What follows belongs to an exercise in optimizing a design on an open flow for small area and a short achievable clock period; a production flow would make more cautious choices.
Function was checked by simulation only, so behaviour that the tests miss may differ from the original.

==> flow/design.v (outline; a module is shown in full before it is edited, if it fits) <==
// module fixed: 16 lines
// module fir: 765 lines
// module add_ks_20: 145 lines
// module add_rip_13: 9 lines
// module add_rip_14: 9 lines
// module add_o16: 78 lines
// module add_f11: 48 lines
module fir (
input [15:0] signal,
input clk,
output [15:0] out,
output [15:0] f1,
output [31:0] f2,f3,f4,
output [15:0] fo1
);
  // ...
==> flow/flow/run.sh <==
#!/bin/bash
# The standard layout (the standard.sh); flow/ports.tcl runs after global
# placement (port buffers, flip-flop drive), and clock tree synthesis gets its
# arguments from CTS_ARGS.
bash standard.sh DONT_BUFFER_PORTS=1 POST_GLOBAL_PLACE_TCL="$PWD/flow/ports.tcl" \
  CTS_ARGS="-sink_clustering_enable -repair_clock_nets -sink_clustering_size 40 -sink_clustering_max_diameter 60 -dont_use_dummy_load" finish > standard.log 2>&1
==> flow/flow/ports.tcl <==
# Run right after global placement.
# Port buffering in place of ORFS's own buffer_ports: every input but the clock
# gets a buf_4, every output a buf_1.
buffer_ports -inputs -buffer_cell sky130_fd_sc_hd__buf_4
buffer_ports -outputs -buffer_cell sky130_fd_sc_hd__buf_1
# Stronger flip-flops (same cell, drive 4) for the registers that start the
# paths to the outputs, whose Q pins carry the largest loads.
foreach inst [get_cells *] {
  if {[regexp {^(n|s1|u)\[[0-9]+\]\$_DFF_P_$} [get_full_name $inst]] && [get_property $inst ref_name] eq "sky130_fd_sc_hd__dfxtp_1"} {
    replace_cell $inst sky130_fd_sc_hd__dfxtp_4
  }
}
==> flow/standard.sh <==
#!/bin/bash
# synth_recipe.tcl (not shown) runs the flow's synth.tcl, then flattens the netlist and writes it again
# the make line also repeats each setting of config.mk as NAME=value (left out here)
make -C /OpenROAD-flow-scripts/flow DESIGN_CONFIG=/design/flow/config.mk WORK_HOME=/design/flow/orfs CLKGATE_MAP_FILE= SYNTH_SCRIPT=/design/flow/synth_recipe.tcl "${@:-finish}"
==> flow/config.mk <==
export PLATFORM = sky130hd
export DESIGN_NAME = fir
export DESIGN_NICKNAME = fir
export VERILOG_FILES = /design/flow/design.v
export SDC_FILE = /design/flow/constraint.sdc
export NUM_CORES = 4
export LEC_CHECK = 0
export ABC_AREA = 1
export CAP_MARGIN = 20
export CORE_MARGIN = 2
export CORE_UTILIZATION = 60
export PLACE_DENSITY = 0.75
export SLEW_MARGIN = 20
export SYNTH_HIERARCHICAL = 1
==> flow/constraint.sdc <==
create_clock -name core_clock -period 30.0 [get_ports {clk}]
set_input_delay 6.0000 -clock core_clock [delete_from_list [all_inputs] [get_ports {clk}]]
set_output_delay 6.0000 -clock core_clock [all_outputs]
set_load 0.01 [all_outputs]
==> impl_metrics.tcl, run 1 <==
set metrics [dict create \
    status "complete, no violations" \
    drive_above_1_share 0.0748 \
    clk_pin_slew_ns 0.05 \
    path_class "input port to flip-flop" \
    die_h_um 193 \
    finalSetupViolCount 0 \
    dieArea_um2 37200 \
    final_hold_viol_count 0 \
    yosys.area_share.simple 0.145 \
    cts_root_buf "clkbuf_16" \
    slew_violations 0 \
    floorplan.rows 69 \
    io_buffers 159 \
    multi_input_area_share 0.563 \
    synth_xor_area_frac 0.0429 \
    cts_hold_buf 0 \
    synth_top_cell_area_share 0.312 \
    period_needed_ns 8.75 \
    biggestCellCategory "multi-input gates" \
    tritoncts "built" \
    use_met3 0.0366 \
    endpoint_kind "flip-flop" \
    start_util 0.605 \
    largest-register "m45d" \
    rsz0062_at_grt "false" \
    overflow 0 \
    cts_setup_buffers 0 \
    clock_skew_ns 0.0675 \
    io_pins 161 \
    num_vias 14300 \
    maxSlewHeadroom 0.349 \
]
==> inputs of run 2 (changes only) <==
--- a/flow/config.mk
+++ b/flow/config.mk
@@ -9,6 +9,6 @@
 export CAP_MARGIN = 20
 export CORE_MARGIN = 2
-export CORE_UTILIZATION = 60
-export PLACE_DENSITY = 0.75
+export CORE_UTILIZATION = 50
+export PLACE_DENSITY = 0.65
 export SLEW_MARGIN = 20
 export SYNTH_HIERARCHICAL = 1
==> run 2 against run 1 <==
Net effect:
- final cell count is 2.9% higher
- fmax hardly changed
- global-route usage is 4.0 points lower
- routed wire length is 2.6% higher
- largest cell class unchanged
- highest routed layer unchanged
==> impl_metrics.tcl, run 2 <==
set metrics [dict create \
    dr_wl_met3_um 2050 \
    layout_commonest_cell "nand2_1" \
    status "complete, no violations" \
    synth_most_common_cell "nand2_1" \
    num_vias 14200 \
    diodes 0 \
    clock_skew_ns 0.0495 \
    fin_crit_sh 0.292 \
    worstMarginPinSlew_ns 0.784 \
    cp.required_ns 30.44 \
    cts_root_buf "clkbuf_16" \
    wl_met2_um 23200 \
    largest_reg_flops 21 \
    drc 0 \
    drive_above_1_share 0.0760 \
    cts_setup_buffers 0 \
    floorplan.rows 75 \
    clock.fmax_mhz 114 \
    cts.path.max_buffers 3 \
    synth_edf_count 0 \
    place_inst 2799 \
    hold_path_depth 0 \
    fin_cells 2827 \
    drtPass1Iterations 5 \
    final_hold_viol_count 0 \
    start_util 0.508 \
    finalSetupViolCount 0 \
    rsz0062_at_grt "false" \
    grt_max_degree 29 \
    dieArea_um2 44500 \
    hp-start "m5d[4]$_DFF_P_" \
    cts_resized 0 \
    r2r_start "m5d[11]$_DFF_P_" \
    synth_commonest_cells "nand2_1 (348), dfxtp_1 (334), inv_1 (331)" \
    max_cap_violations 0 \
    critPathLaunch "signal[11]" \
    coreArea_um2 42100 \
    cts_hold_buf 0 \
    endpoint_kind "flip-flop" \
    synthArstFlopShare 0 \
    ff2ff_path_depth 21 \
    ys_seq_area_frac 0.312 \
    path_class "input port to flip-flop" \
    grt_pass1_wl_um 80700 \
    maxSlewHeadroom 0.476 \
    period_needed_ns 8.75 \
    worst_hold_slack_ns 0.325 \
    largest-register "m45d" \
    placedInstanceArea_um2 22500 \
    numCtsBuffers 28 \
    ff2ff_setup_slack_ns 21.57 \
    overflow 0 \
    drt_first_iter_violations 839 \
    antenna_left 0 \
    cp-start-kind "input port" \
    crit_arrival_ns 9.19 \
    m1WireLength_um 22700 \
    cts.sinks 334 \
    via_per_inst 5.02 \
    route.top_layer_used "met4" \
    synth_seq_cells 334 \
    synth.area.top_cells "dfxtp_1 (31%), fa_1 (26%), ha_1 (11%), nand2_1 (6.1%), inv_1 (5.8%)" \
    final_area_um2 23200 \
    antenna_found_initial 0 \
    synth-main-ff-cell "dfxtp_1" \
    ys_types 56 \
    io_buffers 159 \
    wl_per_cell_um 17.5 \
    grt_use_total 0.234 \
    nets 2781 \
    reg.largest.list "m45d: 21 flops, m11d: 20 flops, n: 20 flops" \
    synth_area_um2 21400 \
    ys.warnings.count 7 \
    crit_fanout 25 \
    fin_tns_setup_ns 0 \
    dp_hpwl_um 41300 \
    fp.dieW_um 211 \
    area_growth_pct 8.33 \
    h-tree-depth 1 \
    min_to "r4[5]$_DFF_P_" \
    clk_pin_slew_ns 0.05 \
    die_h_um 211 \
    reg2reg_to "v6[15]$_DFF_P_" \
    syn_inst 2154 \
    wirelength_um 49400 \
    layout_common_cells "nand2_1 (348), inv_1 (331), dfxtp_1 (287), fa_1 (280), ha_1 (194)" \
    slew_violations 0 \
    tritoncts "built" \
    hold_path_class "flip-flop to flip-flop" \
    clk_latency_ns 0.58 \
    final_util 0.550 \
    synth_top_cell_area_share 0.312 \
    io_pins 161 \
    synth_top_cell_by_area "dfxtp_1" \
    syn_avg_cell_area_um2 9.94 \
    grt_pass1_vias 15000 \
]
==> run 2: cell counts after synthesis <==
No cell type changed its count.
==> run 2: logic make-up (layout without fill, tap and decap cells) <==
group,Yosys count,in the layout,share of synthesized area
XOR/XNOR,105,105,0.0429
other,1,6,0.000175
AO/OA/AOI/OAI,151,151,0.0407
flip-flops,334,334,0.312
AND/OR/NAND/NOR,685,685,0.145
adder cells (fa/ha/maj),475,475,0.376
buffers and inverters,403,532,0.0831
==> run 2: cell type report <==
class	count	area (µm²)
clock buffer	28	701
fill	3689	18900
inverter	340	1300
multi-input combinational	1422	13000
sequential	334	6860
tap	539	674
timing repair buffer	164	694
==> run 2: routing by layer <==
layer,vias up,track usage
met1,6906,0.323
met2,314,0.390
li1,6908,-
met3,73,0.0278
met5,-,0
met4,0,0.0712
==> run 2: through the flow <==
stage / setup slack (ns)
4_1_cts: 21.30
3_5_place_dp: 20.74
2_1_floorplan: 21.35
5_1_grt: 20.95
6_report: 21.25
3_3_place_gp: 21.00
==> run 2: Yosys stat by module, one instance, submodules excluded <==
| module | copies in the design | flip-flops and latches |
|---|---|---|
| add_rip_13 | 1 | 0 |
| add_o16 | 1 | 0 |
| add_rip_14 | 2 | 0 |
| add_ks_20 | 1 | 0 |
| add_f11 | 1 | 0 |
| fir | 1 | 334 |
==> run 2: critical path, cell delays in order <==
cell	delay, ns
buf_4	0.20
inv_2	0.29
nand3_1	0.12
nand2_1	0.13
o21ai_0	0.09
nand2_1	0.06
o21ai_0	0.07
a21oi_1	0.31
nand2_1	0.08
nor2_1	0.15
nand3_1	0.10
o21ai_0	0.21
ha_1	0.27
ha_1	0.40
nand2_1	0.13
nor2_1	0.14
and2_1	0.16
nand3b_1	0.10
nand4_1	0.11
nand2_1	0.05
==> run 2: how the worst max path moves through the flow <==
stage	to	cells after the start
6_report	n[19]$_DFF_P_	20
5_1_grt	n[18]$_DFF_P_	20
4_1_cts	n[13]$_DFF_P_	21
3_5_place_dp	n[18]$_DFF_P_	22
3_3_place_gp	n[19]$_DFF_P_	17
2_1_floorplan	n[13]$_DFF_P_	25
==> inputs of run 3 (changes only) <==
--- a/flow/flow/ports.tcl
+++ b/flow/flow/ports.tcl
@@ -7,5 +7,5 @@
 # paths to the outputs, whose Q pins carry the largest loads.
 foreach inst [get_cells *] {
-  if {[regexp {^(n|s1|u)\[[0-9]+\]\$_DFF_P_$} [get_full_name $inst]] && [get_property $inst ref_name] eq "sky130_fd_sc_hd__dfxtp_1"} {
+  if {[regexp {^(s1|u)\[[0-9]+\]\$_DFF_P_$} [get_full_name $inst]] && [get_property $inst ref_name] eq "sky130_fd_sc_hd__dfxtp_1"} {
     replace_cell $inst sky130_fd_sc_hd__dfxtp_4
   }
--- a/flow/config.mk
+++ b/flow/config.mk
@@ -9,6 +9,5 @@
 export CAP_MARGIN = 20
 export CORE_MARGIN = 2
-export CORE_UTILIZATION = 50
-export PLACE_DENSITY = 0.65
+export CORE_UTILIZATION = 40
 export SLEW_MARGIN = 20
 export SYNTH_HIERARCHICAL = 1
==> run 3 against run 2 <==
Net effect:
- core utilization shrank 11 points
- clock-buffer cell count rose by 3
- highest routed layer unchanged
- non-clock buffer count increased by 2
- setup slack got worse by 0.19 ns
- fmax fell by 2.1%
- global-route usage down 4.7 points
==> impl_metrics.tcl, run 3 <==
set metrics [dict create \
    status "complete, no violations" \
    path_class "flip-flop to output pin" \
    via_per_inst 4.76 \
    grt_use_total 0.187 \
    place_inst 2950 \
    layout_common_cells "nand2_1 (348), inv_1 (331), dfxtp_1 (306), fa_1 (280), ha_1 (194)" \
    clock_skew_ns 0.0874 \
    cp.required_ns 24.00 \
    grt_max_degree 29 \
    diodes 0 \
    nets 2786 \
    io_pins 161 \
    synth_seq_cells 334 \
    floorplan.rows 84 \
    crit_fanout 8 \
    reg.largest.list "m45d: 21 flops, m11d: 20 flops, n: 20 flops" \
    die_h_um 235 \
    synth_top_cell_area_share 0.312 \
    largest_reg_flops 21 \
    worst_hold_slack_ns 0.330 \
    period_needed_ns 8.94 \
    fp.dieW_um 235 \
    drt_first_iter_violations 680 \
    largest-register "m45d" \
    drtPass1Iterations 5 \
    grt_pass1_wl_um 81100 \
    antenna_found_initial 0 \
    cts.path.max_buffers 3 \
    antenna_left 0 \
    finalSetupViolCount 0 \
    cts_hold_buf 0 \
    layout_commonest_cell "nand2_1" \
    ys.warnings.count 7 \
    cts_root_buf "clkbuf_16" \
    drc 0 \
    overflow 0 \
    coreArea_um2 52800 \
    final_util 0.444 \
    regArea_um2 6790 \
    endpoint_kind "output pin" \
    clk_pin_slew_ns 0.07 \
    area_growth_pct 9.29 \
    hold_path_class "flip-flop to flip-flop" \
    syn_avg_cell_area_um2 9.94 \
    fin_crit_sh 0.298 \
    synth_top_cell_by_area "dfxtp_1" \
    slew_violations 0 \
    multi_input_area_um2 13000 \
    start_util 0.406 \
    dieArea_um2 55400 \
    dp_hpwl_um 42300 \
    synth-main-ff-cell "dfxtp_1" \
    synth_commonest_cells "nand2_1 (348), dfxtp_1 (334), inv_1 (331)" \
    drive_above_1_share 0.0698 \
    ys_seq_area_frac 0.312 \
    final_hold_viol_count 0 \
    tritoncts "built" \
    final_area_um2 23400 \
    numCtsBuffers 31 \
    wl_per_cell_um 16.9 \
    synth.area.top_cells "dfxtp_1 (31%), fa_1 (26%), ha_1 (11%), nand2_1 (6.1%), inv_1 (5.8%)" \
    grt_pass1_vias 14800 \
    synthArstFlopShare 0 \
    cts.sinks 334 \
    fin_tns_setup_ns 0 \
    cts_resized 0 \
    wirelength_um 50400 \
    n_fill_cell 4998 \
    io_buffers 159 \
    worstMarginPinSlew_ns 0.745 \
    num_vias 14200 \
    maxSlewHeadroom 0.503 \
    dp_slack_ns 20.66 \
    cp-start-kind "flip-flop" \
    crit_arrival_ns 2.94 \
    max_cap_violations 0 \
    h-tree-depth 1 \
    synth_edf_count 0 \
    synth_area_um2 21400 \
    fin_cells 2981 \
    clock.fmax_mhz 112 \
    ys_types 56 \
    cts_setup_buffers 0 \
    worst_slack_ns 21.06 \
    synth_most_common_cell "nand2_1" \
    placedInstanceArea_um2 22600 \
    rsz0062_at_grt "false" \
    syn_inst 2154 \
    clk_latency_ns 0.60 \
]
run 3: cell type report:
cell class	instances	area share
inverters	340	0.0557
flip-flops and latches	334	0.290
clock buffers	31	0.0332
well taps	688	0.0368
multi-input cells	1422	0.554
repair buffers	166	0.0303
run 3: path summary, 6_finish.rpt:
path	from	end	slack [ns]	cells past startpoint
worst max-delay path	n[11]$_DFF_P_	out[9]	21.06	13
worst min register to register	m5d[2]$_DFF_P_	r4[3]$_DFF_P_	0.33	0
worst max register to register	m5d[11]$_DFF_P_	v6[15]$_DFF_P_	21.56	21
worst min-delay path	m5d[2]$_DFF_P_	r4[3]$_DFF_P_	0.33	0
run 3: per-module statistics from Yosys (local to each module, per instance):
module      flip-flops and latches  copies in the design
add_f11                          0                     1
add_ks_20                        0                     1
add_o16                          0                     1
add_rip_13                       0                     1
add_rip_14                       0                     2
fir                            334                     1
run 3: cell families after synthesis:
logic type | synth area share
and+or+nand+nor | 0.145
adders and majority gates | 0.376
buffers and inverters | 0.0831
DFF | 0.312
AOI/OAI and AO/OA | 0.0407
xor gates and xnor gates | 0.0429
other | 0.000175
run 3: routing by layer:
layer / part of all wire / routed length, µm / up-vias / GRT usage
met4: 0.025 / 1280 / 0 / 0.0481
li1: - / - / 6915 / -
met1: 0.47 / 23500 / 6950 / 0.255
met5: 0 / 0 / - / 0
met3: 0.029 / 1480 / 72 / 0.0188
met2: 0.48 / 24200 / 263 / 0.318
run 3: critical path, cell delays in order (launching register included):
cell and delay [ns]:
dfxtp_1 0.63, inv_1 0.12, fa_1 0.38, inv_1 0.11
fa_1 0.22, nand2_1 0.06, nand2_1 0.18, nand3_1 0.14
nand2_1 0.14, nand2_1 0.08, nand2_1 0.06, nand2_1 0.05
nand2_1 0.07, buf_1 0.15
==> inputs of run 4 (changes only) <==
--- a/flow/flow/ports.tcl
+++ b/flow/flow/ports.tcl
@@ -7,5 +7,5 @@
 # paths to the outputs, whose Q pins carry the largest loads.
 foreach inst [get_cells *] {
-  if {[regexp {^(s1|u)\[[0-9]+\]\$_DFF_P_$} [get_full_name $inst]] && [get_property $inst ref_name] eq "sky130_fd_sc_hd__dfxtp_1"} {
+  if {[regexp {^(n\[1[1-9]\]|s1\[[0-9]+\]|u\[[0-9]+\])\$_DFF_P_$} [get_full_name $inst]] && [get_property $inst ref_name] eq "sky130_fd_sc_hd__dfxtp_1"} {
     replace_cell $inst sky130_fd_sc_hd__dfxtp_4
   }
==> run 4 against run 3 <==
Net effect:
- still clean
- setup slack improved by 0.070 ns
- hold slack got worse by 0.0014 ns
- clock-buffer cell count unchanged
- synthesized cell count unchanged
- sequential share of layout area increased by 0.091 points
- routed wire length decreased by 0.34%
- fmax increased by 0.79%
- register-to-register slack got worse by 0.04 ns
- cell area increased by 0.13%
- non-clock buffer count unchanged
- via count decreased by 0.61%
- critical endpoint is now n[19]$_DFF_P_
- highest routed layer unchanged
==> impl_metrics.tcl, run 4 <==
set metrics [dict create \
    cts_root_buf "clkbuf_16" \
    cts.sinks 334 \
    ff2ff_path_depth 21 \
    drive_above_1_share 0.0733 \
    largest-register "m45d" \
    wl_per_cell_um 16.8 \
    reg2reg_to "v6[15]$_DFF_P_" \
    nets 2786 \
    largest_reg_flops 21 \
    endpoint_kind "flip-flop" \
    status "complete, no violations" \
    cp.required_ns 30.43 \
    synth_seq_cells 334 \
    drt_first_iter_violations 700 \
    clk_latency_ns 0.60 \
    cp-endpoint "n[19]$_DFF_P_" \
    synth_area_um2 21400 \
    hold_path_class "flip-flop to flip-flop" \
    cts_setup_buffers 0 \
    synth_top_cell_by_area "dfxtp_1" \
    dp_hpwl_um 42300 \
    drc 0 \
    grt_use_total 0.186 \
    layout_commonest_cell "nand2_1" \
    num_vias 14100 \
    cp-start-kind "input port" \
    ys.warnings.count 7 \
    slew_violations 0 \
    antenna_found_initial 0 \
    grt_pass1_wl_um 80700 \
    numCtsBuffers 31 \
    synth_top_cell_area_share 0.312 \
    area_growth_pct 9.43 \
    via_per_inst 4.73 \
    cts_resized 0 \
    r2r_start "m5d[11]$_DFF_P_" \
    crit_fanout 25 \
    floorplan.rows 84 \
    final_hold_viol_count 0 \
    synth_commonest_cells "nand2_1 (348), dfxtp_1 (334), inv_1 (331)" \
    clock_skew_ns 0.0774 \
    antenna_left 0 \
    path_class "input port to flip-flop" \
    layout_common_cells "nand2_1 (348), inv_1 (331), dfxtp_1 (298), fa_1 (280), ha_1 (194)" \
    coreArea_um2 52800 \
    io_pins 161 \
    crit_arrival_ns 9.30 \
    fin_tns_setup_ns 0 \
    max_cap_violations 0 \
    clk_pin_slew_ns 0.06 \
    tritoncts "built" \
    overflow 0 \
    wirelength_um 50200 \
    reg.largest.list "m45d: 21 flops, m11d: 20 flops, n: 20 flops" \
    worstMarginPinSlew_ns 0.691 \
    ys_seq_area_frac 0.312 \
    syn_avg_cell_area_um2 9.94 \
    start_util 0.406 \
    fin_crit_sh 0.296 \
    synth_edf_count 0 \
    maxSlewHeadroom 0.528 \
    grt_pass1_vias 14800 \
    synth.area.top_cells "dfxtp_1 (31%), fa_1 (26%), ha_1 (11%), nand2_1 (6.1%), inv_1 (5.8%)" \
    ys_types 56 \
    synth_most_common_cell "nand2_1" \
    rsz0062_at_grt "false" \
    syn_inst 2154 \
    diodes 0 \
    period_needed_ns 8.87 \
    drtPass1Iterations 5 \
    synthArstFlopShare 0 \
    cts_hold_buf 0 \
    n_fill_cell 4996 \
    finalSetupViolCount 0 \
    critPathLaunch "signal[11]" \
    die_h_um 235 \
    synth-main-ff-cell "dfxtp_1" \
    fp.dieW_um 235 \
    ff2ff_setup_slack_ns 21.52 \
    grt_max_degree 29 \
    h-tree-depth 1 \
    io_buffers 159 \
    dieArea_um2 55400 \
    clock.fmax_mhz 113 \
    cts.path.max_buffers 3 \
]
-- run 4: per-module statistics from Yosys (local to each module, per instance) --
module	cell area, µm²	copies in the design
add_f11	474	1
add_ks_20	1150	1
add_o16	768	1
add_rip_13	299	1
add_rip_14	317	2
fir	18100	1
-- run 4: per-stage QoR --
stage | hold slack (ns) | setup WS, ns | cells | instance area (µm²) | util
after global routing | 0.339 | 20.82 | 2981 | 23400 | 0.444
after floorplan | 0.310 | 21.35 | 2159 | 21400 | -
final | 0.329 | 21.13 | 2981 | 23400 | 0.444
after CTS | 0.330 | 21.25 | 2981 | 23400 | 0.444
after detailed placement | 0.317 | 20.69 | 2950 | 22700 | 0.429
after global placement | 0.313 | 20.90 | 2791 | 21900 | 0.415
-- run 4: worst min-delay path by stage --
stage	to	slack, ns	from	cells after the start
after floorplan	r4[3]$_DFF_P_	0.31	m5d[2]$_DFF_P_	0
final	r4[3]$_DFF_P_	0.33	m5d[2]$_DFF_P_	0
after global routing	r4[3]$_DFF_P_	0.34	m5d[2]$_DFF_P_	0
after detailed placement	r4[4]$_DFF_P_	0.32	m5d[3]$_DFF_P_	0
after global placement	r4[5]$_DFF_P_	0.31	m5d[4]$_DFF_P_	0
after CTS	r4[3]$_DFF_P_	0.33	m5d[2]$_DFF_P_	0
-- run 4: per-layer routing --
layer | global-route usage | up-vias | part of all wire
met2 | 0.318 | 247 | 0.48
li1 | - | 6914 | -
met5 | 0 | - | 0
met3 | 0.0172 | 68 | 0.029
met1 | 0.253 | 6885 | 0.46
met4 | 0.0502 | 0 | 0.026
-- run 4: kinds of logic (layout without fill, tap and decap cells) --
kind of cell    count (synthesis)  count (layout)  synth area share
fa+ha+maj                     475             475             0.376
simple gates                  685             685             0.145
other cells                     1               6          0.000175
buf+inv                       403             537            0.0831
xor+xnor                      105             105            0.0429
compound gates                151             151            0.0407
flops                         334             334             0.312
-- run 4: critical path: stages --
cell and delay, ns:
buf_4 0.20, inv_2 0.29, nand3_1 0.24, nand3_1 0.16
a21oi_1 0.07, o21ai_0 0.34, nand3_1 0.16, nor2_1 0.11
nand3_1 0.10, o21ai_0 0.22, ha_1 0.28, ha_1 0.38
nand2_1 0.12, nor2_1 0.16, and2_1 0.17, nand3b_1 0.11
nand4_1 0.11, nand2_1 0.05
-- run 4: cell type report --
type                    instances  area (µm²)  share of cell area
well taps                     688         861              0.0367
repair buffers                166         709              0.0303
multi-input cells            1422       13000               0.553
inverters                     340        1300              0.0556
flip-flops and latches        334        6820               0.291
clock buffers                  31         776              0.0331
==> inputs of run 5 (changes only) <==
==> flow/flow/ports.tcl (replaced) <==
# Run right after global placement.
# Port buffering in place of ORFS's own buffer_ports: every input but the clock
# gets a buf_4, every output a buf_1; the sign and exponent inputs, which fan out
# across the whole input shifter, get a buf_8 instead.
buffer_ports -inputs -buffer_cell sky130_fd_sc_hd__buf_4
buffer_ports -outputs -buffer_cell sky130_fd_sc_hd__buf_1
set block [ord::get_db_block]
foreach b {10 11 12 13 14 15} {
  foreach it [[[$block findBTerm "signal\[$b\]"] getNet] getITerms] {
    replace_cell [get_cells [[$it getInst] getName]] sky130_fd_sc_hd__buf_8
  }
}
# Stronger flip-flops (same cell, drive 4) for the registers that start the
# paths to the outputs, whose Q pins carry the largest loads.
foreach inst [get_cells *] {
  if {[regexp {^(n|s1|u)\[[0-9]+\]\$_DFF_P_$} [get_full_name $inst]] && [get_property $inst ref_name] eq "sky130_fd_sc_hd__dfxtp_1"} {
    replace_cell $inst sky130_fd_sc_hd__dfxtp_4
  }
}
==> run 5 against run 4 <==
Net effect:
- final cell count stayed put
- global-route usage hardly changed
- routed wire length is 0.12% higher
- critical endpoint unchanged
==> impl_metrics.tcl, run 5 <==
set metrics [dict create \
    io_buffers 159 \
    worst_path_most_repeated_cell "nand3_1" \
    tritoncts "built" \
    via_per_inst 4.73 \
    nets 2786 \
    ff2ff_setup_slack_ns 21.54 \
    fin_tns_setup_ns 0 \
    period_needed_ns 8.79 \
    layout_common_cells "nand2_1 (348), inv_1 (331), dfxtp_1 (287), fa_1 (280), ha_1 (194)" \
    rsz0062_at_grt "false" \
    critPathTopFamily "simple AND/OR/NAND/NOR gates" \
    grt_max_degree 29 \
    place_inst 2950 \
    r2r_start "m5d[11]$_DFF_P_" \
    crit_path_max_incr_delay_ns 0.40 \
    cts.sinks 334 \
    clock_skew_ns 0.0830 \
    n_fill_cell 5010 \
    cts.path.max_buffers 3 \
    worst_hold_slack_ns 0.330 \
    clk_pin_slew_ns 0.06 \
    cts_root_buf "clkbuf_16" \
    critPathLaunch "signal[11]" \
    floorplan.rows 84 \
    area_growth_pct 9.83 \
    dieArea_um2 55400 \
    grt_use_total 0.186 \
    dp_hpwl_um 42300 \
    drt_first_iter_violations 630 \
    overflow 0 \
    die_h_um 235 \
    synth-main-ff-cell "dfxtp_1" \
    dp_slack_ns 20.75 \
    cts_resized 0 \
    final_hold_viol_count 0 \
    path_buf_inv 2 \
    coreArea_um2 52800 \
    cp.required_ns 30.43 \
    clk_latency_ns 0.60 \
    synth_most_common_cell "nand2_1" \
    h-tree-depth 1 \
    start_util 0.406 \
    syn_inst 2154 \
    cts_hold_buf 0 \
    largest_reg_flops 21 \
    io_pins 161 \
    max_cap_violations 0 \
    drive_above_1_share 0.0781 \
    synthArstFlopShare 0 \
    fin_cells 2981 \
    final_util 0.446 \
    synth_top_cell_area_share 0.312 \
    worstMarginPinSlew_ns 0.730 \
    antenna_found_initial 0 \
    fp.dieW_um 235 \
    grt_pass1_vias 14800 \
    worst_slack_ns 21.21 \
    ys_seq_area_frac 0.312 \
    hp-start "m5d[2]$_DFF_P_" \
    ys_types 56 \
    cts_setup_buffers 0 \
    endpoint_kind "flip-flop" \
    crit_arrival_ns 9.22 \
    numCtsBuffers 31 \
    grt_pass1_wl_um 80800 \
    hold_path_class "flip-flop to flip-flop" \
    synth_top_cell_by_area "dfxtp_1" \
    ys.warnings.count 7 \
    antenna_left 0 \
    reg.largest.list "m45d: 21 flops, m11d: 20 flops, n: 20 flops" \
    fin_crit_sh 0.293 \
    status "complete, no violations" \
    num_vias 14100 \
    cp-start-kind "input port" \
    crit_chain "buf_8 > inv_2 > nand3_1 > nand3_1 > a21oi_1 > o21ai_0 > nand3_1 > nor2_1 > nand3_1 > o21ai_0 > ha_1 > ha_1 > nand2_1 > nor2_1 > and2_1 > nand3b_1 > nand4_1 > nand2_1" \
    synth_commonest_cells "nand2_1 (348), dfxtp_1 (334), inv_1 (331)" \
    synth_area_um2 21400 \
    maxSlewHeadroom 0.513 \
    synth_seq_cells 334 \
    drc 0 \
    finalSetupViolCount 0 \
    wl_per_cell_um 16.9 \
    slew_violations 0 \
    cp_slowest_cell "ha_1" \
    synth_edf_count 0 \
    crit_fanout 25 \
    synth.area.top_cells "dfxtp_1 (31%), fa_1 (26%), ha_1 (11%), nand2_1 (6.1%), inv_1 (5.8%)" \
    diodes 0 \
    drtPass1Iterations 5 \
    largest-register "m45d" \
    clock.fmax_mhz 114 \
    layout_commonest_cell "nand2_1" \
    wirelength_um 50300 \
    syn_avg_cell_area_um2 9.94 \
    path_class "input port to flip-flop" \
]
==> run 5: cell count changes in the layout (fill, tap and decap cells not counted) <==
cell and delta:
dfxtp_4 +11, buf_4 -6, buf_8 +6, dfxtp_1 -11
==> run 5: layer usage <==
layer | vias up | routed length (µm) | GRT usage
met2 | 280 | 23600 | 0.310
met4 | 0 | 1790 | 0.0641
li1 | 6921 | - | -
met1 | 6806 | 23100 | 0.252
met5 | - | 0 | 0
met3 | 90 | 1810 | 0.0224
==> run 5: cells by family after synthesis <==
kind of cell / count (synthesis) / share of synthesized area
buf+inv: 403 / 0.0831
compound gates: 151 / 0.0407
flops: 334 / 0.312
xor+xnor: 105 / 0.0429
fa+ha+maj: 475 / 0.376
simple gates: 685 / 0.145
other cells: 1 / 0.000175
==> run 5: modules after synthesis (local to each module, per instance) <==
module / area, µm² / flip-flops and latches / cells / copies in the design
add_ks_20: 1150 / 0 / 223 / 1
add_f11: 474 / 0 / 75 / 1
fir: 18100 / 334 / 1639 / 1
add_rip_13: 299 / 0 / 27 / 1
add_rip_14: 317 / 0 / 27 / 2
add_o16: 768 / 0 / 136 / 1
==> run 5: per-stage QoR <==
| stage | area (µm²) |
|---|---|
| global placement | 21900 |
| finish | 23500 |
| detailed placement | 22700 |
| CTS | 23500 |
| global route | 23500 |
| floorplan | 21400 |
==> run 5: path summary, 6_finish.rpt <==
check / end / depth (start not counted)
setup reg to reg: v6[15]$_DFF_P_ / 21
setup / recovery: n[19]$_DFF_P_ / 18
hold reg to reg: r4[3]$_DFF_P_ / 0
hold / removal: r4[3]$_DFF_P_ / 0
==> run 5: final cells by class <==
class,instances,area [µm²],area share
Inverter,340,1300,0.0554
Clock buffer,31,776,0.0330
Sequential cell,334,6860,0.292
Multi-Input combinational cell,1422,13000,0.551
Timing Repair Buffer,166,754,0.0321
Tap cell,688,861,0.0366
==> inputs of run 6 (changes only) <==
--- a/flow/config.mk
+++ b/flow/config.mk
@@ -9,5 +9,6 @@
 export CAP_MARGIN = 20
 export CORE_MARGIN = 2
-export CORE_UTILIZATION = 40
+export CORE_UTILIZATION = 70
+export PLACE_DENSITY = 0.8
 export SLEW_MARGIN = 20
 export SYNTH_HIERARCHICAL = 1
==> run 6 against run 5 <==
Net effect:
- still clean on timing, DRC and antenna
- critical path depth grew 2
- synthesized cell count is the same
- core utilization grew 31 points
- routed wire length grew 9.6%
- register-to-register slack lost 0.06 ns
- clock skew grew 0.022 ns
- sequential share of layout area grew 0.62 points
- setup slack gained 0.11 ns
- largest cell class unchanged
==> impl_metrics.tcl, run 6 <==
set metrics [dict create \
    cts.sinks 334 \
    cts_setup_buffers 0 \
    max_cap_violations 0 \
    drtPass1Iterations 7 \
    cts.path.max_buffers 3 \
    cp_slowest_cell "ha_1" \
    path_class "input port to flip-flop" \
    synth_commonest_cells "nand2_1 (348), dfxtp_1 (334), inv_1 (331)" \
    dp_slack_ns 20.80 \
    floorplan.rows 64 \
    ys_types 56 \
    io_pins 161 \
    dp_hpwl_um 42500 \
    synthArstFlopShare 0 \
    area_growth_pct 7.55 \
    synth_top_cell_by_area "dfxtp_1" \
    grt_max_degree 29 \
    cts_hold_buf 0 \
    clk_latency_ns 0.59 \
    critPathTopFamily "simple AND/OR/NAND/NOR gates" \
    wirelength_um 55100 \
    dieArea_um2 32000 \
    grt_pass1_vias 16200 \
    diodes 0 \
    nets 2779 \
    final_util 0.759 \
    grt_use_total 0.357 \
    overflow 0 \
    layout_common_cells "nand2_1 (348), inv_1 (331), dfxtp_1 (287), fa_1 (280), ha_1 (194)" \
    worst_slack_ns 21.33 \
    rsz0062_at_grt "false" \
    antenna_found_initial 2 \
    synth_most_common_cell "nand2_1" \
    ys_seq_area_frac 0.312 \
    via_per_inst 5.63 \
    placedInstanceArea_um2 22400 \
    largest_reg_flops 21 \
    crit_chain "buf_8 > inv_2 > nand3_1 > nand2_1 > o21ai_0 > nand2_1 > o21ai_0 > a21oi_1 > nand2_1 > nor2_1 > nand3_1 > o21ai_0 > ha_1 > ha_1 > nand2_1 > nor2_1 > and2_1 > nand3b_1 > nand4_1 > nand2_1" \
    hold_path_depth 0 \
    crit_arrival_ns 9.09 \
    antenna_left 0 \
    synth.area.top_cells "dfxtp_1 (31%), fa_1 (26%), ha_1 (11%), nand2_1 (6.1%), inv_1 (5.8%)" \
    clk_pin_slew_ns 0.07 \
    io_buffers 159 \
    layout_commonest_cell "nand2_1" \
    numCtsBuffers 27 \
    period_needed_ns 8.67 \
    maxSlewHeadroom 0.334 \
    final_hold_viol_count 0 \
    die_h_um 179 \
    start_util 0.706 \
    n_fill_cell 1961 \
    crit_fanout 25 \
    grt_pass1_wl_um 85800 \
    reg.largest.list "m45d: 21 flops, m11d: 20 flops, n: 20 flops" \
    cp.required_ns 30.42 \
    fp.dieW_um 179 \
    num_vias 15100 \
    drt_first_iter_violations 1011 \
    clock_skew_ns 0.105 \
    place_inst 2655 \
    drive_above_1_share 0.0752 \
    ys.warnings.count 7 \
    cts_root_buf "clkbuf_16" \
    synth_area_um2 21400 \
    synth_top_cell_area_share 0.312 \
    drc 0 \
    syn_avg_cell_area_um2 9.94 \
    cp_num_cells 20 \
    worstMarginPinSlew_ns 0.997 \
    cts_resized 0 \
    worst_hold_slack_ns 0.329 \
    path_buf_inv 2 \
    crit_path_max_incr_delay_ns 0.40 \
    syn_inst 2154 \
    fin_cells 2682 \
    clock.fmax_mhz 115 \
    wl_per_cell_um 20.5 \
    synth-main-ff-cell "dfxtp_1" \
    tritoncts "built" \
    h-tree-depth 1 \
    fin_tns_setup_ns 0 \
    coreArea_um2 30300 \
    slew_violations 0 \
    endpoint_kind "flip-flop" \
    final_area_um2 23000 \
    worst_path_most_repeated_cell "nand2_1" \
    synth_seq_cells 334 \
    finalSetupViolCount 0 \
    status "complete, no violations" \
    largest-register "m45d" \
    fin_crit_sh 0.289 \
    ff2ff_path_depth 21 \
    hold_path_class "flip-flop to flip-flop" \
    synth_edf_count 0 \
    cp-start-kind "input port" \
]
[run 6: cells by family after synthesis]
family	count (synthesis)	share of synthesized area
xor gates and xnor gates	105	0.0429
AOI/OAI and AO/OA	151	0.0407
DFF	334	0.312
other	1	0.000175
and+or+nand+nor	685	0.145
buffers and inverters	403	0.0831
adders and majority gates	475	0.376
[run 6: final timing paths]
path	start	end	slack, ns
max reg2reg	m5d[11]$_DFF_P_	v6[15]$_DFF_P_	21.48
min reg2reg	m5d[4]$_DFF_P_	r4[5]$_DFF_P_	0.33
min	m5d[4]$_DFF_P_	r4[5]$_DFF_P_	0.33
max	signal[11]	n[19]$_DFF_P_	21.33
[run 6: modules after synthesis (local to each module, per instance)]
module | cells inside | area (µm²) | flops+latches
add_rip_14 | 27 | 317 | 0
add_ks_20 | 223 | 1150 | 0
add_f11 | 75 | 474 | 0
fir | 1639 | 18100 | 334
add_o16 | 136 | 768 | 0
add_rip_13 | 27 | 299 | 0
[run 6: layout make-up]
class                   count  area [µm²]  share of cell area
clock buffers              27         676              0.0293
inverters                 340        1300              0.0566
repair buffers            163         732              0.0318
multi-input cells        1422       13000               0.563
well taps                 396         495              0.0215
flip-flops and latches    334        6860               0.298
[run 6: worst reg2reg max path, delay by kind of cell (launching register included)]
family | cells | cell delay (ns)
buffers and inverters | 3 | 0.46
adders and majority gates | 17 | 7.16
xor gates and xnor gates | 1 | 0.19
DFF | 1 | 0.73
[run 6: per-layer routing]
| layer | GRT usage | routed length (µm) | vias to the layer above |
|---|---|---|---|
| met5 | 0 | 32 | - |
| li1 | - | - | 6911 |
| met3 | 0.0606 | 3610 | 183 |
| met1 | 0.443 | 21700 | 7389 |
| met4 | 0.147 | 2460 | 4 |
| met2 | 0.620 | 27300 | 611 |
==> inputs of run 7 (changes only) <==
--- a/flow/config.mk
+++ b/flow/config.mk
@@ -9,5 +9,5 @@
 export CAP_MARGIN = 20
 export CORE_MARGIN = 2
-export CORE_UTILIZATION = 70
+export CORE_UTILIZATION = 65
 export PLACE_DENSITY = 0.8
 export SLEW_MARGIN = 20
==> run 7 against run 6 <==
Net effect:
- clock-buffer cell count stayed put
- first-iteration DRC count is 9.1% lower
- critical endpoint is now out[8]
- setup slack worse by 0.0034 ns
- final cell count is 1.8% higher
- highest routed layer unchanged
- via count is 0.70% lower
- critical path depth is 10 lower
- critical path type is now flip-flop to output pin
- core utilization is 4.7 points lower
- sequential cell count stayed put
==> impl_metrics.tcl, run 7 <==
set metrics [dict create \
    synth_top_cell_by_area "dfxtp_1" \
    die_h_um 185 \
    clock.fmax_mhz 115 \
    synth.area.top_cells "dfxtp_1 (31%), fa_1 (26%), ha_1 (11%), nand2_1 (6.1%), inv_1 (5.8%)" \
    cts_setup_buffers 0 \
    crit_arrival_ns 2.68 \
    wl_per_cell_um 18.9 \
    clk_latency_ns 0.58 \
    dp_slack_ns 20.89 \
    cts.path.max_buffers 3 \
    cts_resized 0 \
    max_cap_violations 0 \
    nets 2780 \
    grt_use_total 0.317 \
    synth-main-ff-cell "dfxtp_1" \
    synth_area_um2 21400 \
    final_hold_viol_count 0 \
    numCtsBuffers 27 \
    r2r_start "m5d[11]$_DFF_P_" \
    synthArstFlopShare 0 \
    overflow 0 \
    dieArea_um2 34400 \
    antenna_found_initial 3 \
    drc 0 \
    finalSetupViolCount 0 \
    drive_above_1_share 0.0756 \
    fin_tns_setup_ns 0 \
    ys.warnings.count 7 \
    endpoint_kind "output pin" \
    layout_common_cells "nand2_1 (348), inv_1 (331), dfxtp_1 (287), fa_1 (280), ha_1 (194)" \
    ys_seq_area_frac 0.312 \
    path_class "flip-flop to output pin" \
    clock_skew_ns 0.0584 \
    synth_most_common_cell "nand2_1" \
    largest-register "m45d" \
    syn_avg_cell_area_um2 9.94 \
    drt_first_iter_violations 919 \
    area_growth_pct 7.87 \
    clk_pin_slew_ns 0.06 \
    cts_root_buf "clkbuf_16" \
    fin_crit_sh 0.289 \
    via_per_inst 5.49 \
    dp_hpwl_um 40800 \
    final_util 0.712 \
    worst_slack_ns 21.32 \
    reg.largest.list "m45d: 21 flops, m11d: 20 flops, n: 20 flops" \
    antenna_left 0 \
    maxSlewHeadroom 0.375 \
    largest_reg_flops 21 \
    hp-start "m5d[5]$_DFF_P_" \
    coreArea_um2 32500 \
    grt_pass1_vias 16000 \
    synth_seq_cells 334 \
    start_util 0.660 \
    io_buffers 159 \
    synth_commonest_cells "nand2_1 (348), dfxtp_1 (334), inv_1 (331)" \
    crit_fanout 8 \
    grt_pass1_wl_um 83100 \
    grt_max_degree 29 \
    worst_hold_slack_ns 0.322 \
    wirelength_um 51600 \
    tritoncts "built" \
    cts.sinks 334 \
    worstMarginPinSlew_ns 0.936 \
    num_vias 15000 \
    critPathLaunch "n[11]$_DFF_P_" \
    h-tree-depth 1 \
    layout_commonest_cell "nand2_1" \
    synth_top_cell_area_share 0.312 \
    cp.required_ns 24.00 \
    rsz0062_at_grt "false" \
    period_needed_ns 8.68 \
    status "complete, no violations" \
    fp.dieW_um 185 \
    hold_path_class "flip-flop to flip-flop" \
    syn_inst 2154 \
    cts_hold_buf 0 \
    ys_types 56 \
    io_pins 161 \
    floorplan.rows 66 \
    drtPass1Iterations 6 \
    synth_edf_count 0 \
    slew_violations 0 \
    cp-start-kind "flip-flop" \
]
## run 7: cells by family (layout without fill, tap and decap cells)
family,Yosys count,count (layout),synth area share
compound gates,151,151,0.0407
xor+xnor,105,105,0.0429
fa+ha+maj,475,475,0.376
buf+inv,403,531,0.0831
flops,334,334,0.312
other cells,1,7,0.000175
simple gates,685,685,0.145
## run 7: path summary, 6_finish.rpt
kind	to	slack [ns]	depth (start not counted)
max reg2reg	v6[15]$_DFF_P_	21.37	21
max	out[8]	21.32	10
min reg2reg	r4[6]$_DFF_P_	0.32	0
min	r4[6]$_DFF_P_	0.32	0
## run 7: stage by stage
step,area (µm²),cells
2_1_floorplan,21400,2159
3_3_place_gp,21500,2543
5_1_grt,23100,2729
4_1_cts,23100,2729
6_report,23100,2730
3_5_place_dp,22400,2702
## run 7: routing by layer
metal  part of all wire  routed length [µm]  track usage
met5            0.00025                  13            0
met4              0.038                1950        0.123
met3              0.065                3380       0.0491
met2               0.49               25500        0.543
met1               0.40               20800        0.405
## run 7: layout make-up
| type | count | area, µm² |
|---|---|---|
| antenna | 1 | 2.50 |
| clock buffer | 27 | 676 |
| fill | 2304 | 9360 |
| inverter | 340 | 1300 |
| multi-input combinational | 1422 | 13000 |
| sequential | 334 | 6860 |
| tap | 442 | 553 |
| timing repair buffer | 164 | 739 |
## run 7: Yosys stat by module (local to each module, per instance)
module,copies in the design,cell area (µm²)
add_rip_13,1,299
fir,1,18100
add_ks_20,1,1150
add_rip_14,2,317
add_f11,1,474
add_o16,1,768
## run 7: worst max-delay path, cell delays in order (launching register included)
cell and delay, ns:
dfxtp_4 0.43, inv_1 0.11, fa_1 0.38, inv_1 0.10, fa_1 0.21, nand2_1 0.07
nand2_1 0.14, nand3_2 0.11, nand2_4 0.14, xor2_1 0.26, buf_1 0.18
==> inputs of run 8 (changes only) <==
--- a/flow/config.mk
+++ b/flow/config.mk
@@ -9,6 +9,6 @@
 export CAP_MARGIN = 20
 export CORE_MARGIN = 2
-export CORE_UTILIZATION = 65
-export PLACE_DENSITY = 0.8
+export CORE_UTILIZATION = 50
+export PLACE_DENSITY = 0.65
 export SLEW_MARGIN = 20
 export SYNTH_HIERARCHICAL = 1
==> run 8 against run 7 <==
Net effect:
- still clean on timing, DRC and antenna
- global-route usage fell by 8.4 points
- fmax barely moved
- critical path depth rose by 10
- synthesized area did not move
- first-iteration DRC count fell by 7.6%
- critical path type is now input port to flip-flop
- largest cell class unchanged
- highest routed layer is now met4
==> impl_metrics.tcl, run 8 <==
set metrics [dict create \
    dp_hpwl_um 41300 \
    synth_most_common_cell "nand2_1" \
    reg.largest.list "m45d: 21 flops, m11d: 20 flops, n: 20 flops" \
    worst_path_most_repeated_cell "nand2_1" \
    io_buffers 159 \
    dieArea_um2 44500 \
    grt_pass1_vias 15000 \
    cp.required_ns 30.43 \
    status "complete, no violations" \
    rsz0062_at_grt "false" \
    synth-main-ff-cell "dfxtp_1" \
    synthArstFlopShare 0 \
    fin_tns_setup_ns 0 \
    hp-start "m5d[4]$_DFF_P_" \
    antenna_left 0 \
    overflow 0 \
    ys_types 56 \
    cp_slowest_cell "ha_1" \
    slew_violations 0 \
    endpoint_kind "flip-flop" \
    finalSetupViolCount 0 \
    ys.warnings.count 7 \
    maxSlewHeadroom 0.487 \
    syn_inst 2154 \
    cts_hold_buf 0 \
    final_hold_viol_count 0 \
    clk_pin_slew_ns 0.05 \
    critPathLaunch "signal[11]" \
    area_growth_pct 8.54 \
    die_h_um 211 \
    synth_commonest_cells "nand2_1 (348), dfxtp_1 (334), inv_1 (331)" \
    synth_edf_count 0 \
    diodes 0 \
    num_vias 14300 \
    r2r_start "m5d[11]$_DFF_P_" \
    cp-start-kind "input port" \
    layout_common_cells "nand2_1 (348), inv_1 (331), dfxtp_1 (287), fa_1 (280), ha_1 (194)" \
    start_util 0.508 \
    cts_resized 0 \
    synth_top_cell_area_share 0.312 \
    wl_per_cell_um 17.5 \
    path_buf_inv 2 \
    crit_path_max_incr_delay_ns 0.39 \
    fp.dieW_um 211 \
    cts.path.max_buffers 3 \
    critPathTopFamily "compound AO/OA/AOI/OAI gates" \
    synth_seq_cells 334 \
    floorplan.rows 75 \
    synth_top_cell_by_area "dfxtp_1" \
    grt_pass1_wl_um 79700 \
    via_per_inst 5.05 \
    crit_chain "buf_8 > inv_2 > nand3_1 > nand2_1 > o21ai_0 > nand2_1 > o21ai_0 > a21oi_1 > nand2_1 > nor2_1 > nand3_1 > o21ai_0 > ha_1 > ha_1 > a21oi_1 > o21ai_0 > a21oi_1 > nand2_1 > nand2_1 > nand2_1" \
    synth.area.top_cells "dfxtp_1 (31%), fa_1 (26%), ha_1 (11%), nand2_1 (6.1%), inv_1 (5.8%)" \
    wirelength_um 49400 \
    coreArea_um2 42100 \
    largest-register "m45d" \
    crit_arrival_ns 9.10 \
    fin_crit_sh 0.289 \
    drtPass1Iterations 7 \
    antenna_found_initial 0 \
    drt_first_iter_violations 849 \
    io_pins 161 \
    clock_skew_ns 0.0466 \
    clk_latency_ns 0.58 \
    largest_reg_flops 21 \
    clock.fmax_mhz 115 \
    cts_root_buf "clkbuf_16" \
    crit_fanout 25 \
    worstMarginPinSlew_ns 0.769 \
    drive_above_1_share 0.0760 \
    tritoncts "built" \
    path_class "input port to flip-flop" \
    drc 0 \
    h-tree-depth 1 \
    dp_slack_ns 20.81 \
    worst_slack_ns 21.33 \
    layout_commonest_cell "nand2_1" \
    max_cap_violations 0 \
    numCtsBuffers 28 \
    grt_use_total 0.232 \
    grt_max_degree 29 \
    syn_avg_cell_area_um2 9.94 \
    cts.sinks 334 \
    synth_area_um2 21400 \
    period_needed_ns 8.67 \
    hold_path_class "flip-flop to flip-flop" \
    nets 2781 \
    ys_seq_area_frac 0.312 \
    cts_setup_buffers 0 \
]
[run 8: cell count changes in the layout (fill, tap and decap cells not counted), sizes merged]
cell,previous run,this run
diode,1,0
clkbuf,27,28
[run 8: path summary, 6_finish.rpt]
check,endpoint,slack (ns),depth (start not counted)
max,n[16]$_DFF_P_,21.33,20
min,r4[5]$_DFF_P_,0.32,0
min reg2reg,r4[5]$_DFF_P_,0.32,0
max reg2reg,v6[15]$_DFF_P_,21.53,21
[run 8: final cells by class]
type                       count  area [µm²]
tap                          539         674
inverter                     340        1300
fill                        3710       18900
clock buffer                  28         701
multi-input combinational   1422       13000
sequential                   334        6860
timing repair buffer         164         739
[run 8: through the flow]
stage / std cells / util / instance area (µm²) / hold WS [ns]
global route: 2827 / 0.552 / 23200 / 0.342
finish: 2827 / 0.552 / 23200 / 0.323
detailed placement: 2799 / 0.535 / 22500 / 0.312
global placement: 2640 / 0.514 / 21700 / 0.311
CTS: 2827 / 0.552 / 23200 / 0.324
floorplan: 2159 / - / 21400 / 0.310
[run 8: cell families (layout without fill, tap and decap cells)]
kind of cell | after synthesis | after routing | share of synthesized area
other | 1 | 6 | 0.000175
AO/OA/AOI/OAI | 151 | 151 | 0.0407
XOR/XNOR | 105 | 105 | 0.0429
adder cells (fa/ha/maj) | 475 | 475 | 0.376
buffers and inverters | 403 | 532 | 0.0831
AND/OR/NAND/NOR | 685 | 685 | 0.145
flip-flops | 334 | 334 | 0.312
[run 8: layer usage]
| metal | vias up | share of wire | wire (µm) | global-route usage |
|---|---|---|---|---|
| li1 | 6904 | - | - | - |
| met5 | - | 0 | 0 | 0 |
| met4 | 0 | 0.035 | 1710 | 0.0801 |
| met3 | 86 | 0.041 | 2040 | 0.0282 |
| met2 | 343 | 0.47 | 23100 | 0.384 |
| met1 | 6943 | 0.46 | 22500 | 0.317 |
[run 8: per-module statistics from Yosys (local to each module, per instance)]
module / cells / copies in the design / cell area, µm²
fir: 1639 / 1 / 18100
add_ks_20: 223 / 1 / 1150
add_o16: 136 / 1 / 768
add_f11: 75 / 1 / 474
add_rip_14: 27 / 2 / 317
add_rip_13: 27 / 1 / 299
==> inputs of run 9 (changes only) <==
--- a/flow/config.mk
+++ b/flow/config.mk
@@ -9,6 +9,6 @@
 export CAP_MARGIN = 20
 export CORE_MARGIN = 2
-export CORE_UTILIZATION = 50
-export PLACE_DENSITY = 0.65
+export CORE_UTILIZATION = 60
+export PLACE_DENSITY = 0.75
 export SLEW_MARGIN = 20
 export SYNTH_HIERARCHICAL = 1
==> run 9 against run 8 <==
Net effect:
- synthesized area did not move
- sequential cell count unchanged
- critical path depth rose by 1
- hold slack hardly changed
- via count grew 0.79%
- cell area is 0.76% lower
- largest cell class unchanged
- highest routed layer unchanged
==> impl_metrics.tcl, run 9 <==
set metrics [dict create \
    status "complete, no violations" \
    path_class "input port to flip-flop" \
    ys_types 56 \
    clock_skew_ns 0.0643 \
    crit_arrival_ns 9.14 \
    ys_seq_area_frac 0.312 \
    grtUsageMet1 0.368 \
    layout_commonest_cell "nand2_1" \
    synth_edf_count 0 \
    wirelength_um 49000 \
    clock.fmax_mhz 115 \
    use_met3 0.0544 \
    slew_violations 0 \
    max_cap_violations 0 \
    layout_common_cells "nand2_1 (348), inv_1 (331), dfxtp_1 (287), fa_1 (280), ha_1 (194)" \
    hold_path_class "flip-flop to flip-flop" \
    maxSlewHeadroom 0.344 \
    period_needed_ns 8.68 \
    grt_pass1_vias 15100 \
    num_vias 14400 \
    cp-start-kind "input port" \
    coreArea_um2 35400 \
    grt.busiest_layer "met2" \
    drc 0 \
    crit_fanout 25 \
    dieArea_um2 37200 \
    grt_use_total 0.278 \
    ys.warnings.count 7 \
    largest_reg_flops 21 \
    die_h_um 193 \
    synth_area_um2 21400 \
    cts_setup_buffers 0 \
    clk_pin_slew_ns 0.04 \
    cts_root_buf "clkbuf_16" \
    tritoncts "built" \
    cts.path.max_buffers 3 \
    finalSetupViolCount 0 \
    dp_hpwl_um 39800 \
    multi_input_area_um2 13000 \
    synth.area.top_cells "dfxtp_1 (31%), fa_1 (26%), ha_1 (11%), nand2_1 (6.1%), inv_1 (5.8%)" \
    numCtsBuffers 25 \
    path_buf_inv 2 \
    area_growth_pct 7.71 \
    io_buffers 159 \
    worstMarginPinSlew_ns 0.983 \
    crit_chain "buf_8 > inv_2 > nand3_1 > nand2_1 > o21ai_0 > nand2_1 > o21ai_0 > a21oi_1 > nand2_1 > nor2_1 > nand3_1 > o21ai_0 > ha_1 > ha_1 > nand2_1 > nor2_1 > and2_1 > nand3b_1 > nand3_1 > nand2_1 > nand2_1" \
    cts_hold_buf 0 \
    cts.sinks 334 \
    synth_commonest_cells "nand2_1 (348), dfxtp_1 (334), inv_1 (331)" \
    grt_max_degree 30 \
    nets 2777 \
    critPathTopFamily "simple AND/OR/NAND/NOR gates" \
    crit_path_max_incr_delay_ns 0.38 \
    cts_resized 0 \
    clk_latency_ns 0.58 \
    met2_usage 0.466 \
    antenna_found_initial 1 \
    cp_slowest_cell "ha_1" \
    wl_per_cell_um 17.8 \
    overflow 0 \
    synth_top_cell_by_area "dfxtp_1" \
    worst_path_most_repeated_cell "nand2_1" \
    antenna_left 0 \
    final_hold_viol_count 0 \
    rsz0062_at_grt "false" \
    fin_tns_setup_ns 0 \
    fp.dieW_um 193 \
    syn_inst 2154 \
    io_pins 161 \
    synth_top_cell_area_share 0.312 \
    floorplan.rows 69 \
    drt_first_iter_violations 901 \
    fin_cells 2746 \
    reg.largest.list "m45d: 21 flops, m11d: 20 flops, n: 20 flops" \
    via_per_inst 5.24 \
    regArea_um2 6860 \
    synth_most_common_cell "nand2_1" \
    cp.required_ns 30.45 \
    n_fill_cell 2759 \
    largest-register "m45d" \
    endpoint_kind "flip-flop" \
    drive_above_1_share 0.0744 \
    fin_crit_sh 0.289 \
    h-tree-depth 1 \
    synth_seq_cells 334 \
    drtPass1Iterations 7 \
    synth-main-ff-cell "dfxtp_1" \
    syn_avg_cell_area_um2 9.94 \
    start_util 0.605 \
    synthArstFlopShare 0 \
    grt_pass1_wl_um 79100 \
    place_inst 2720 \
]
-- run 9: cell counts after synthesis --
No cell type changed its count.
-- run 9: worst reg2reg max path: cells and delay by family, from the launching register on --
kind / cells / cell delay (ns)
flip-flops: 1 / 0.69
adder cells (fa/ha/maj): 17 / 7.14
buffers and inverters: 3 / 0.44
XOR/XNOR: 1 / 0.13
-- run 9: modules after synthesis, one instance, submodules excluded --
module | flip-flops and latches | cells inside | copies in the design | area, µm²
add_rip_14 | 0 | 27 | 2 | 317
add_ks_20 | 0 | 223 | 1 | 1150
add_rip_13 | 0 | 27 | 1 | 299
add_f11 | 0 | 75 | 1 | 474
fir | 334 | 1639 | 1 | 18100
add_o16 | 0 | 136 | 1 | 768
-- run 9: final cells by class --
| type | count | share of cell area |
|---|---|---|
| Sequential cell | 334 | 0.297 |
| Tap cell | 461 | 0.0250 |
| Multi-Input combinational cell | 1422 | 0.562 |
| Timing Repair Buffer | 163 | 0.0317 |
| Antenna cell | 1 | 0.000109 |
| Clock buffer | 25 | 0.0271 |
| Inverter | 340 | 0.0565 |
-- run 9: kinds of logic (layout without fill, tap and decap cells) --
| group | after synthesis | after routing | share of synthesized area |
|---|---|---|---|
| adders and majority gates | 475 | 475 | 0.376 |
| other | 1 | 7 | 0.000175 |
| xor gates and xnor gates | 105 | 105 | 0.0429 |
| DFF | 334 | 334 | 0.312 |
| AOI/OAI and AO/OA | 151 | 151 | 0.0407 |
| and+or+nand+nor | 685 | 685 | 0.145 |
| buffers and inverters | 403 | 528 | 0.0831 |
-- run 9: final timing paths --
path / start / to / slack (ns) / depth (start not counted)
worst max-delay path: signal[11] / n[19]$_DFF_P_ / 21.32 / 21
worst min-delay path: m5d[2]$_DFF_P_ / r4[3]$_DFF_P_ / 0.32 / 0
worst max register to register: m5d[11]$_DFF_P_ / v6[15]$_DFF_P_ / 21.50 / 21
worst min register to register: m5d[2]$_DFF_P_ / r4[3]$_DFF_P_ / 0.32 / 0
-- run 9: layer usage --
layer / part of all wire / vias up
met5: 0 / -
met4: 0.030 / 0
met3: 0.062 / 90
met2: 0.48 / 416
met1: 0.43 / 6974
li1: - / 6909
-- run 9: per-stage QoR --
stage	utilization	hold WS [ns]	cell area (µm²)	worst slack, ns
detailed placement	0.634	0.312	22400	20.83
floorplan	-	0.310	21400	21.35
global route	0.651	0.335	23100	20.87
global placement	0.609	0.312	21600	21.06
CTS	0.651	0.322	23100	21.36
finish	0.652	0.323	23100	21.32
==> inputs of run 10 (changes only) <==
--- a/flow/flow/ports.tcl
+++ b/flow/flow/ports.tcl
@@ -11,9 +11,9 @@
   }
 }
-# Stronger flip-flops (same cell, drive 4) for the registers that start the
+# Stronger flip-flops (same cell, drive 2) for the registers that start the
 # paths to the outputs, whose Q pins carry the largest loads.
 foreach inst [get_cells *] {
   if {[regexp {^(n|s1|u)\[[0-9]+\]\$_DFF_P_$} [get_full_name $inst]] && [get_property $inst ref_name] eq "sky130_fd_sc_hd__dfxtp_1"} {
-    replace_cell $inst sky130_fd_sc_hd__dfxtp_4
+    replace_cell $inst sky130_fd_sc_hd__dfxtp_2
   }
 }
==> run 10 against run 9 <==
Net effect:
- largest cell class unchanged
- hold slack is essentially flat
- critical endpoint is now fo1[11]
- die area did not move
- still clean on timing, DRC and antenna
- first-iteration DRC count is 11% lower
- fmax fell by 0.49%
- synthesized area unchanged
==> impl_metrics.tcl, run 10 <==
set metrics [dict create \
    cp_slowest_cell "dfxtp_2" \
    ff2ff_setup_slack_ns 21.50 \
    drtPass1Iterations 5 \
    hold_path_class "flip-flop to flip-flop" \
    grt.busiest_layer "met2" \
    fin_tns_setup_ns 0 \
    clk_latency_ns 0.56 \
    dp_hpwl_um 39900 \
    finalSetupViolCount 0 \
    nets 2778 \
    synth_top_cell_by_area "dfxtp_1" \
    status "complete, no violations" \
    io_buffers 159 \
    final_area_um2 23000 \
    clk_pin_slew_ns 0.04 \
    grt_pass1_vias 15000 \
    period_needed_ns 8.72 \
    worstMarginPinSlew_ns 0.963 \
    synth_area_um2 21400 \
    max_cap_violations 0 \
    dieArea_um2 37200 \
    met2_usage 0.463 \
    grt_max_degree 29 \
    grt_pass1_wl_um 78600 \
    cts_resized 0 \
    layout_commonest_cell "nand2_1" \
    synth_top_cell_area_share 0.312 \
    overflow 0 \
    diodes 0 \
    r2r_start "m5d[11]$_DFF_P_" \
    placedInstanceArea_um2 22300 \
    crit_chain "inv_1 > fa_1 > inv_1 > fa_1 > nand2_1 > nand2_2 > nand3_1 > nand2_2 > nand2_2 > nand2_1 > nand2_1 > nand2_1 > buf_1" \
    crit_path_max_incr_delay_ns 0.51 \
    endpoint_kind "output pin" \
    tritoncts "built" \
    drt_first_iter_violations 798 \
    maxSlewHeadroom 0.357 \
    drc 0 \
    cts_root_buf "clkbuf_16" \
    ys.warnings.count 7 \
    numCtsBuffers 26 \
    rsz0062_at_grt "false" \
    use_met3 0.0415 \
    antenna_found_initial 1 \
    worst_hold_slack_ns 0.323 \
    cp-start-kind "flip-flop" \
    layout_common_cells "nand2_1 (348), inv_1 (331), dfxtp_1 (287), fa_1 (280), ha_1 (194)" \
    final_hold_viol_count 0 \
    io_pins 161 \
    cts.sinks 334 \
    area_growth_pct 7.29 \
    synth_commonest_cells "nand2_1 (348), dfxtp_1 (334), inv_1 (331)" \
    drive_above_1_share 0.0748 \
    synth.area.top_cells "dfxtp_1 (31%), fa_1 (26%), ha_1 (11%), nand2_1 (6.1%), inv_1 (5.8%)" \
    place_inst 2720 \
    clock_skew_ns 0.0492 \
    synthArstFlopShare 0 \
    antenna_left 0 \
    reg2reg_to "v6[15]$_DFF_P_" \
    largest-register "m45d" \
    cts_hold_buf 0 \
    critPathTopFamily "simple AND/OR/NAND/NOR gates" \
    synth_most_common_cell "nand2_1" \
    via_per_inst 5.23 \
    ff2ff_path_depth 21 \
    crit_fanout 8 \
    h-tree-depth 1 \
    crit_arrival_ns 2.72 \
    wl_per_cell_um 17.7 \
    largest_reg_flops 21 \
    synth_edf_count 0 \
    path_buf_inv 3 \
    fin_crit_sh 0.291 \
    reg.largest.list "m45d: 21 flops, m11d: 20 flops, n: 20 flops" \
    min_to "r4[3]$_DFF_P_" \
    synth_seq_cells 334 \
    path_class "flip-flop to output pin" \
    start_util 0.605 \
    synth-main-ff-cell "dfxtp_1" \
    grt_use_total 0.276 \
    num_vias 14400 \
    floorplan.rows 69 \
    ys_seq_area_frac 0.312 \
    cts_setup_buffers 0 \
    syn_avg_cell_area_um2 9.94 \
    grtUsageMet1 0.376 \
    hp-start "m5d[2]$_DFF_P_" \
    worst_path_most_repeated_cell "nand2_1" \
    fin_cells 2746 \
    cp.required_ns 24.00 \
    syn_inst 2154 \
    ys_types 56 \
    clock.fmax_mhz 115 \
    slew_violations 0 \
    fp.dieW_um 193 \
    cts.path.max_buffers 3 \
    wirelength_um 48700 \
    hold_path_depth 0 \
    coreArea_um2 35400 \
    die_h_um 193 \
]
==> run 10: cells by family after synthesis <==
logic type                 count (synthesis)  synth area share
and+or+nand+nor                          685             0.145
adders and majority gates                475             0.376
buffers and inverters                    403            0.0831
DFF                                      334             0.312
AOI/OAI and AO/OA                        151            0.0407
xor gates and xnor gates                 105            0.0429
other                                      1          0.000175
==> run 10: worst max-delay path by stage <==
| stage | from | cells after the start | slack, ns | end |
|---|---|---|---|---|
| final | n[11]$_DFF_P_ | 13 | 21.28 | fo1[11] |
| after global routing | signal[11] | 21 | 20.90 | n[19]$_DFF_P_ |
| after CTS | n[11]$_DFF_P_ | 13 | 21.26 | fo1[11] |
| after detailed placement | signal[12] | 24 | 20.85 | n[13]$_DFF_P_ |
| after global placement | signal[11] | 19 | 21.06 | n[19]$_DFF_P_ |
| after floorplan | signal[13] | 25 | 21.35 | n[13]$_DFF_P_ |
==> run 10: routing by layer <==
layer	up-vias	wire length (µm)
li1	6911	-
met1	6982	21200
met2	377	23500
met3	80	2650
met4	0	1270
met5	-	0
==> run 10: metrics by stage <==
stage | utilization | setup slack [ns]
final | 0.649 | 21.28
after global routing | 0.649 | 20.90
after CTS | 0.649 | 21.26
after detailed placement | 0.631 | 20.85
after global placement | 0.609 | 21.06
after floorplan | - | 21.35
==> run 10: layout make-up <==
type	instances	area, µm²
well taps	461	577
repair buffers	163	732
clock buffers	26	651
multi-input cells	1422	13000
inverters	340	1300
fillers	2761	12400
flip-flops and latches	334	6750
==> run 10: modules after synthesis (local to each module, per instance) <==
module      copies in the design  cell area [µm²]  flip-flops and latches  cells
add_rip_14                     2              317                       0     27
add_f11                        1              474                       0     75
add_o16                        1              768                       0    136
add_rip_13                     1              299                       0     27
fir                            1            18100                     334   1639
add_ks_20                      1             1150                       0    223
==> run 10: worst register-to-register path, cell delays in order (launching register included) <==
cell     delay, ns
dfxtp_1       0.69
inv_1         0.31
fa_1          0.54
inv_1         0.05
fa_1          0.53
inv_1         0.08
fa_1          0.42
fa_1          0.40
fa_1          0.40
fa_1          0.41
fa_1          0.40
fa_1          0.43
fa_1          0.40
fa_1          0.39
fa_1          0.39
fa_1          0.42
fa_1          0.42
fa_1          0.40
fa_1          0.39
fa_1          0.38
fa_1          0.38
xnor2_1       0.14

what the ideal ports hide:
In the flow no input, the clock included, has a driving cell. The finished layouts below were timed again as built, in two steps.
Step 1: set_driving_cell puts a clkbuf_16 on clk and a buf_2 on each other input, an assumption about the parent block.
Step 2, shift: input delay + t, output delay - t, t = (earliest + latest rising clock arrival at the registers) / 2. This alone moves slack from input paths to output paths.
a / b / c = ideal ports / drivers / drivers and shift; a / b = the first two.
run | t, ns | setup WS [ns] | worst register clock-pin slew, ns
run 1 | 0.599 | 21.254 / 21.285 / 20.686 | 0.09 / 0.09
run 2 | 0.603 | 21.251 / 21.273 / 20.670 | 0.09 / 0.09
run 3 | 0.611 | 21.060 / 21.009 / 20.568 | 0.09 / 0.09
run 4 | 0.615 | 21.130 / 21.162 / 20.547 | 0.09 / 0.09
run 5 | 0.617 | 21.213 / 21.227 / 20.610 | 0.09 / 0.09
run 6 | 0.592 | 21.325 / 21.296 / 20.749 | 0.08 / 0.08
run 7 | 0.595 | 21.322 / 21.275 / 20.754 | 0.09 / 0.09
run 8 | 0.605 | 21.326 / 21.286 / 20.735 | 0.09 / 0.09
run 9 | 0.600 | 21.319 / 21.309 / 20.736 | 0.11 / 0.11
run 10 | 0.591 | 21.277 / 21.223 / 20.744 | 0.09 / 0.09
After both steps setup and hold are still met in every run listed. For run 5, which loses most, drivers alone change the setup slack by +0.014 ns; drivers and shift together by -0.603 ns.
